Background: an optimization exercise with open tools, aiming at small area. Do not read the settings as production practice. The RTL was checked by simulation tests, not by an equivalence proof against the original design. No activity file was given, so power comes from the tool's default toggle rates.

$ cat design.v
module counter (
    input wire clk,
    input wire rst_n,
    input wire clr,
    output reg [15:0] count
);
always @(posedge clk, negedge rst_n) begin
    if(~rst_n) begin 
        count <= 16'd0;
    end
    else begin 
        count <= clr ? 16'd0 : count + 1;
    end
end
endmodule
module comparator (
    input wire [15:0] count,
    input wire [15:0] baud_div,
    output wire cnt_16x,
    output wire cnt_1x
);
    wire[15:0] step_16x = baud_div >> 4;
    assign cnt_1x = (count == baud_div-1) ? 1'b1 : 1'b0;
    assign cnt_16x = ((step_16x !=0) && ((count % step_16x)==0))? 1'b1 : 1'b0;
endmodule
module baud_gen (
    input wire clk, 
    input wire rst_n,
    input wire cnt_1x,
    input wire cnt_16x,
    output reg clr,
    output reg baud_tick_1x,
    output reg baud_tick_16x
);
reg [1:0] nstate, pstate;
parameter [1:0]     IDLE         = 2'b00,
                    running      = 2'b01,
                    tick_16x     = 2'b10,
                    tick_1x      = 2'b11;
always @(*) begin: NSEQL  
    begin: NSL  
        case(pstate) 
            IDLE    : nstate = (rst_n ? running : IDLE);
            running : nstate = (cnt_1x  ? tick_1x  : (cnt_16x ? tick_16x : running));
            tick_16x: nstate = running;
            tick_1x : nstate = running;
            default : nstate = IDLE;
        endcase
    end
    begin: OL  
        case(pstate) 
            IDLE    : begin 
                        clr = 1'b1;
                        baud_tick_16x = 1'b0;
                        baud_tick_1x = 1'b0;
            end
            running : begin 
                        clr = 1'b0;
                        baud_tick_16x = 1'b0;
                        baud_tick_1x = 1'b0;
            end
            tick_16x: begin 
                        clr = cnt_1x ? 1'b1 : 1'b0;
                        baud_tick_16x = 1'b1;
                        baud_tick_1x  = cnt_1x ? 1'b1 : 1'b0;
            end
            tick_1x : begin 
                        clr = 1'b1;
                        baud_tick_16x = 1'b0;  
                        baud_tick_1x  = 1'b1;
            end
            default : begin 
                        clr = 1'b1;
                        baud_tick_16x = 1'b0;
                        baud_tick_1x = 1'b0;
            end
        endcase
    end
end
always @(posedge clk, negedge rst_n) begin : SEQL  
    if(~rst_n) begin 
        pstate <= IDLE;
    end
    else begin 
        pstate <= nstate;
    end
end
endmodule
module uart_tx (
    input wire clk, 
    input wire rst_n,
    input wire en,
    input wire start_tx,
    input wire [7:0] data_in,
    input wire baud_tick_1x,
    output reg tx_busy,
    output reg tx_done,
    output reg tx_line
);
reg [2:0] nstate, pstate;
reg [9:0] tx_shift_reg;
reg [3:0] bit_count;
parameter [2:0]     IDLE         = 3'b000,
                    Enable       = 3'b001,
                    Make_pkt     = 3'b010,
                    sending      = 3'b011,
                    send_done    = 3'b100;
always @(*) begin: NSEQL  
    begin: NSL  
        case(pstate) 
            IDLE    : nstate = en ? Enable : IDLE;
            Enable  : nstate = start_tx ? Make_pkt : Enable;
            Make_pkt: nstate = (baud_tick_1x)? sending : Make_pkt;
            sending : nstate = (bit_count >= 4'd10) ? send_done : sending;
            send_done: nstate = start_tx ? Make_pkt : send_done;
            default : nstate = IDLE;
        endcase
    end
    begin: OL  
        case(pstate) 
            Make_pkt:
                begin 
                    tx_busy = 1'b1;
                    tx_done = 1'b0;
                    tx_line = 1'b1;
                end
            sending : 
                begin 
                    tx_busy = 1'b1;
                    tx_done = 1'b0;
                    if(bit_count >= 4'd10)begin 
                        tx_line = 1'b1;
                    end else begin 
                        tx_line = tx_shift_reg[0];
                    end
                end
            send_done: 
                begin 
                    tx_busy = 1'b0;
                    tx_done = 1'b1;
                    tx_line = 1'b1;  
                end
            default :  
                begin 
                    tx_busy = 1'b0;
                    tx_done = 1'b0;
                    tx_line = 1'b1;  
                end
        endcase
    end
end
always @(posedge clk, negedge rst_n) begin : SEQL  
    if(~rst_n) begin 
        pstate <= IDLE;
        bit_count <= 4'b0;
        tx_shift_reg <= 10'b0;
    end
    else begin
        if((pstate == Enable || pstate == send_done) && start_tx) begin
            tx_shift_reg <= {1'b1, data_in, 1'b0};  
        end else if(pstate == sending && baud_tick_1x) begin
            tx_shift_reg <= tx_shift_reg >>1;  
        end
        if(pstate == sending) begin
            if(baud_tick_1x) bit_count <= bit_count + 1'b1;  
        end else begin
            bit_count <= 4'b0;  
        end
        pstate <= nstate;
    end
end
endmodule
module uart_rx(
    input wire clk,
    input wire rst_n,
    input wire en,
    input wire rx_line,
    input wire baud_tick_16x,
    output reg rx_busy,
    output reg rx_done,
    output reg [7:0] data_received
);
reg [2:0] nstate, pstate;
reg [3:0] bit_count;
reg [3:0] baud_count;
reg [7:0] rx_shift_reg;
reg line_high;  
parameter [2:0] IDLE          = 3'b000,
                Enable        = 3'b001,
                Conf_rsv      = 3'b010,
                Receiving    = 3'b011,
                Receive_done  = 3'b100;
always @(*) begin: NSEQL  
    begin:NSL  
        case (pstate)
            IDLE: nstate = en ? Enable : IDLE;
            Enable: nstate = (!rx_line) ? Conf_rsv : Enable;  
            Conf_rsv: nstate = (baud_count == 4'd7) ? ((!rx_line) ? Receiving : Enable) : Conf_rsv;
            Receiving: nstate = (bit_count == 4'd8) ? Receive_done : Receiving;
            Receive_done: nstate = (!rx_line && line_high) ? Conf_rsv : Receive_done;
            default: nstate = IDLE;
        endcase
    end 
    begin: OL  
        case (pstate)
            Receiving: begin 
                rx_busy = 1'b1;
                rx_done = 1'b0;
                data_received = 8'b0;
            end
            Receive_done: begin 
                rx_busy = 1'b0;
                rx_done = 1'b1;
                data_received = rx_shift_reg;  
            end
            default: begin 
                rx_busy = 1'b0;
                rx_done = 1'b0;
                data_received = 8'b0;
            end 
        endcase
    end 
end  
always @(posedge clk, negedge rst_n) begin: SL  
    if (!rst_n) begin
        pstate <= IDLE;
        bit_count <= 4'b0;
        baud_count <= 4'b0;
        rx_shift_reg <= 8'b0;
        line_high <= 1'b0;
    end else begin
        case (pstate)
            Conf_rsv: begin
                bit_count <= 4'b0;
                if (baud_count == 4'd7) begin
                    baud_count <= 4'b0;
                end else if (baud_tick_16x) begin
                    baud_count <= baud_count + 1'b1;
                end
            end
            Receiving: begin
                if (baud_tick_16x) begin
                    baud_count <= baud_count + 1'b1;
                    if (baud_count == 4'd15) begin 
                        baud_count <= 4'b0;
                        bit_count <= bit_count + 1'b1;
                        rx_shift_reg <= {rx_line, rx_shift_reg[7:1]};
                    end
                end
            end
            default: begin
                bit_count <= 4'b0;  
                baud_count <= 4'b0;  
            end
        endcase
        line_high <= (pstate == Receive_done) && (line_high || rx_line);
        pstate <= nstate;
    end
end  
endmodule
module top(
    input wire clk,
    input wire rst_n,
    input wire en_tx,
    input wire en_rx,
    input wire [15:0] baud_div,
    input wire start_tx,
    input wire [7:0] data_in,
    input wire rx_line,
    output wire tx_busy,
    output wire tx_done,
    output wire tx_line,
    output wire baud_tick_16x,
    output wire rx_busy,
    output wire rx_done,
    output wire [7:0] data_received
);
wire clr,
     cnt_16x,
     cnt_1x,
     baud_tick_1x;
wire [15:0] count;
counter uut_counter (
    .clk(clk),
    .rst_n(rst_n),
    .clr(clr),
    .count(count)
);
comparator uut_comparator(
    .count(count),
    .baud_div(baud_div),
    .cnt_16x(cnt_16x),
    .cnt_1x(cnt_1x)
);
baud_gen uut_baud_gen(
    .clk(clk), 
    .rst_n(rst_n),
    .cnt_1x(cnt_1x),
    .cnt_16x(cnt_16x),
    .clr(clr),
    .baud_tick_1x(baud_tick_1x),
    .baud_tick_16x(baud_tick_16x)
);
uart_tx uut_uart_tx(
    .clk(clk), 
    .rst_n(rst_n),
    .en(en_tx),
    .start_tx(start_tx),
    .data_in(data_in),
    .baud_tick_1x(baud_tick_1x),
    .tx_busy(tx_busy),
    .tx_done(tx_done),
    .tx_line(tx_line)
);
uart_rx uut_uart_rx(
    .clk(clk),
    .rst_n(rst_n),
    .en(en_rx),
    .rx_line(rx_line),
    .baud_tick_16x(baud_tick_16x),
    .rx_busy(rx_busy),
    .rx_done(rx_done),
    .data_received(data_received)
);
endmodule
$ cat run.sh
#!/bin/bash
# synth_recipe.tcl (not shown) runs the flow's synth.tcl, then flattens the netlist and writes it again
# the make line also repeats each setting of config.mk as NAME=value (left out here)
make -C /OpenROAD-flow-scripts/flow DESIGN_CONFIG=/design/flow/config.mk WORK_HOME=/design/flow/orfs CLKGATE_MAP_FILE= SYNTH_SCRIPT=/design/flow/synth_recipe.tcl finish
$ cat config.mk
export PLATFORM = sky130hd
export DESIGN_NAME = top
export DESIGN_NICKNAME = top
export VERILOG_FILES = /design/flow/design.v
export SDC_FILE = /design/flow/constraint.sdc
export NUM_CORES = 4
export LEC_CHECK = 0
export ABC_AREA = 1
export CAP_MARGIN = 20
export CORE_MARGIN = 2
export CORE_UTILIZATION = 40
export SLEW_MARGIN = 20
$ cat constraint.sdc
create_clock -name core_clock -period 120.0 [get_ports {clk}]
set_input_delay 24.0000 -clock core_clock [delete_from_list [all_inputs] [get_ports {clk}]]
set_output_delay 24.0000 -clock core_clock [all_outputs]
set_load 0.01 [all_outputs]
==> results.yml <==
finish:
  largest_register_ffs: 16
  fillers: 7830
  multi_input_area_um2: 23610
  drive_above_1_share: 0.1054
  area_delta_synth_final_pct: 4.940
  fin_nets: 5220
  register_area_um2: 1376
setup_path:
  worstReg2RegStart: "uut_counter.count[0]"
  path_depth: 538
  critPathSlowestCell: "o211ai_1"
  worstPathArrival_ns: 107.59
  rrSetupSlack_ns: 36.76
  worstSetupEndpointType: "flip-flop"
  endpoint: "uut_baud_gen.pstate[0]"
  cpLargestDelayFamily: "compound AO/OA/AOI/OAI gates"
  crit_fanout: 37
  crit_path_frequent_cell: "nand2_1"
  r2r_cells: 537
  cp.required_ns: 120.20
  timing.rr.end: "uut_baud_gen.pstate[0]"
  critPathMaxStageDelay_ns: 0.53
  cp_num_buf_inv: 104
  critPathLaunch: "baud_div[15]"
  worstSetupPathType: "primary input to flip-flop"
  start_kind: "primary input"
floorplan:
  start_util: 0.4048
  ios: 44
  core_um2: 70150
  die_area_um2: 73130
  die_w_um: 270.4
  die_y_um: 270.4
  core.rowCount: 97
clock_tree:
  ctsHoldBuffers: 0
  post_cts_resized: 0
  cts.htree.levels: 2
  worstSkewPairLatency_ns: 0.31
  cts.sinks: 55
  numCtsBuffers: 5
  cts_root_buffer: "clkbuf_16"
  post-cts-setup-buffers: 0
  clockBufferDepth: 2
  cts_tree: "done"
  cts.clk_slew.worst_paths_ns: 0.09
timing:
  report.final.hold_viol_count: 0
  skew_ns: 0.01227
  final-setup-viol-count: 0
  fin_crit_sh: 0.8949
  drv_slew: 0
  worstMarginPinSlew_ns: 0.8434
  rsz0062_at_grt: "false"
  finalSetupTns_ns: 0
  period_needed_ns: 107.39
  slew_headroom: 0.4334
  clock.fmax_mhz: 9.312
logic_synthesis:
  synthAdderAreaFrac: 0.1466
  synth.avg_cell_area_um2: 5.851
  synth_cell_types: 75
  synth_area_leader_cell: "nand2_1"
  yosys_most_used_dff: "dfrtp_1"
  synthCells: 4853
  ys_ff_latch: 55
  synth.most_common_cell: "nand2_1"
  synth_xor_xnor_area_share: 0.08575
  synth.top_cell.area_share: 0.1571
  netlist_top_cells_count: "1188 x nand2_1, 684 x inv_1, 404 x nor2_1"
  synthArstFlopShare: 1.000
  yosys.area_share.simple: 0.4444
  synth.area.mux_share: 0
  yosysWarnings: 4
  synth_compound_area_frac: 0.1527
  synth_area_leaders: "nand2_1 16%, ha_1 15%, inv_1 9.0%, nand3_1 6.1%, xor2_1 5.9%"
  netlist_area_um2: 28390
  ys_seq_area_frac: 0.04847
  synth_edf_count: 0
  synth_top_family_by_area: "simple AND/OR/NAND/NOR gates"
place:
  io_buffers: 43
  dp_hpwl_um: 63130
  finalWeightedCongestion: 0.9187
grt:
  grt_pass1_wl_um: 129200
  grt_max_degree: 57
  track_usage: 0.2033
  grt-ovfl-total: 0
  grt_pass1_vias: 27070
  antenna_found_initial: 2
power_and_ir_drop:
  vdd_ir_drop_max_mv: 2.611
  p_comb_frac: 0.999
  p_int_uw: 17560
  p_clk_uw: 16.3
  pg_comb_uw: 59500
  p_seq_uw: 24.9
  p_per_area_nw_per_um2: 1997
  p_sw_frac: 0.7048
  seq_power_share: 0
  power.group.top: "combinational logic"
  p_leak_uw: 0.01567
  clockPowerShare: 0
  p_sw_uw: 41930
  power_uw: 59500
min_path:
  holdPathEnd: "uut_uart_tx.tx_shift_reg[5]"
  min_from: "uut_uart_tx.tx_shift_reg[5]"
  hp-class: "flip-flop to flip-flop"
  hold_path_depth: 1
detailed_routing:
  first_pass_iters: 5
  routed_wl_um: 76430
  drt-initial-drc-count: 1535
  routedWlPerCell_um: 13.18
  vias: 29460
  via_per_inst: 5.079
  drtAntennaViolNets: 0
  drc: 0
run_status:
  status: "finished clean"
flow_run:
  drv_cap: 0
## power groups by stage
stage | combinational (uW) | sequential (uW) | clock (uW)
global placement | 58500 | 25.2 | 0
floorplan | 49700 | 24.4 | 0
## layout make-up
cell class,count,area share
Antenna cell,1,0.00008398
Clock buffer,5,0.004199
Clock inverter,3,0.001134
Inverter,774,0.09864
Multi-Input combinational cell,3965,0.7925
Sequential cell,55,0.04619
Tap cell,940,0.03947
Timing Repair Buffer,57,0.01780
## cell usage in the layout (no fill, tap or decap), types with 40 or more instances in the layout
cell type	netlist	final
nand3_2	72	72
nor2_1	404	404
o21ai_1	52	52
nand3_1	346	346
or2_2	41	41
inv_2	56	56
nor2_4	40	40
dfrtp_1	55	55
nand2_1	1188	1188
o21ai_0	286	286
nor3_1	57	57
ha_1	331	331
a21oi_1	261	260
inv_1	684	684
xor2_1	190	190
nand4_1	123	123
nand2_2	127	127
nor2_2	53	53
clkdlybuf4s50_1	0	42
xnor2_1	88	88
## kinds of logic after synthesis
family,Yosys count
other,1
buffers and inverters,848
and+or+nand+nor,2575
adders and majority gates,332
DFF,55
xor gates and xnor gates,278
AOI/OAI and AO/OA,764
## metrics by stage
step | hold slack [ns] | util | std cells | setup slack [ns] | cell area [um^2]
6_report | 0.4860 | 0.4247 | 5800 | 12.61 | 29800
5_1_grt | 0.5096 | 0.4247 | 5799 | 1.602 | 29790
4_1_cts | 0.4874 | 0.4247 | 5799 | 12.45 | 29790
3_5_place_dp | 0.4667 | 0.4224 | 5791 | 12.42 | 29630
3_3_place_gp | 0.4660 | 0.4224 | 5791 | 13.98 | 29630
2_1_floorplan | 0.4497 | - | 4868 | 21.45 | 28450
## how the worst max path moves through the flow
stage	startpoint	end	slack, ns	cells after the start
2_1_floorplan	baud_div[5]	uut_baud_gen.pstate[0]	21.45	581
3_3_place_gp	baud_div[15]	uut_baud_gen.pstate[0]	13.98	542
## layer usage
layer	wire, um	track usage	up-vias
li1	-	-	15860
met1	38390	0.2873	13130
met2	34770	0.3520	421
met3	2584	0.006046	47
met4	656	0.02413	4
met5	23	0	-

[what the ideal ports hide]
The results above use ideal ports. As a check the final layout listed here was re-extracted and re-timed, cells and wires unchanged.
Step 1 sets driving cells, clkbuf_16 on the clock port and buf_2 on the other inputs (assumed; they add their load-dependent delay and slew).
Step 2 moves the port delays by t, midway between the first and last clock arrival at a register: inputs arrive t later, outputs are due t later. That takes back most of the time a late clock gives input paths.
Slacks: ideal ports / drivers / drivers and shift; pairs: ideal ports / drivers.
t, ns: 0.345
setup slack, ns: 12.612 / 12.615 / 12.271
worst register clock-pin slew, ns: 0.09 / 0.09
After both steps this run still meets setup and hold. For this run, drivers alone change the setup slack by +0.003 ns; drivers and shift together by -0.341 ns.
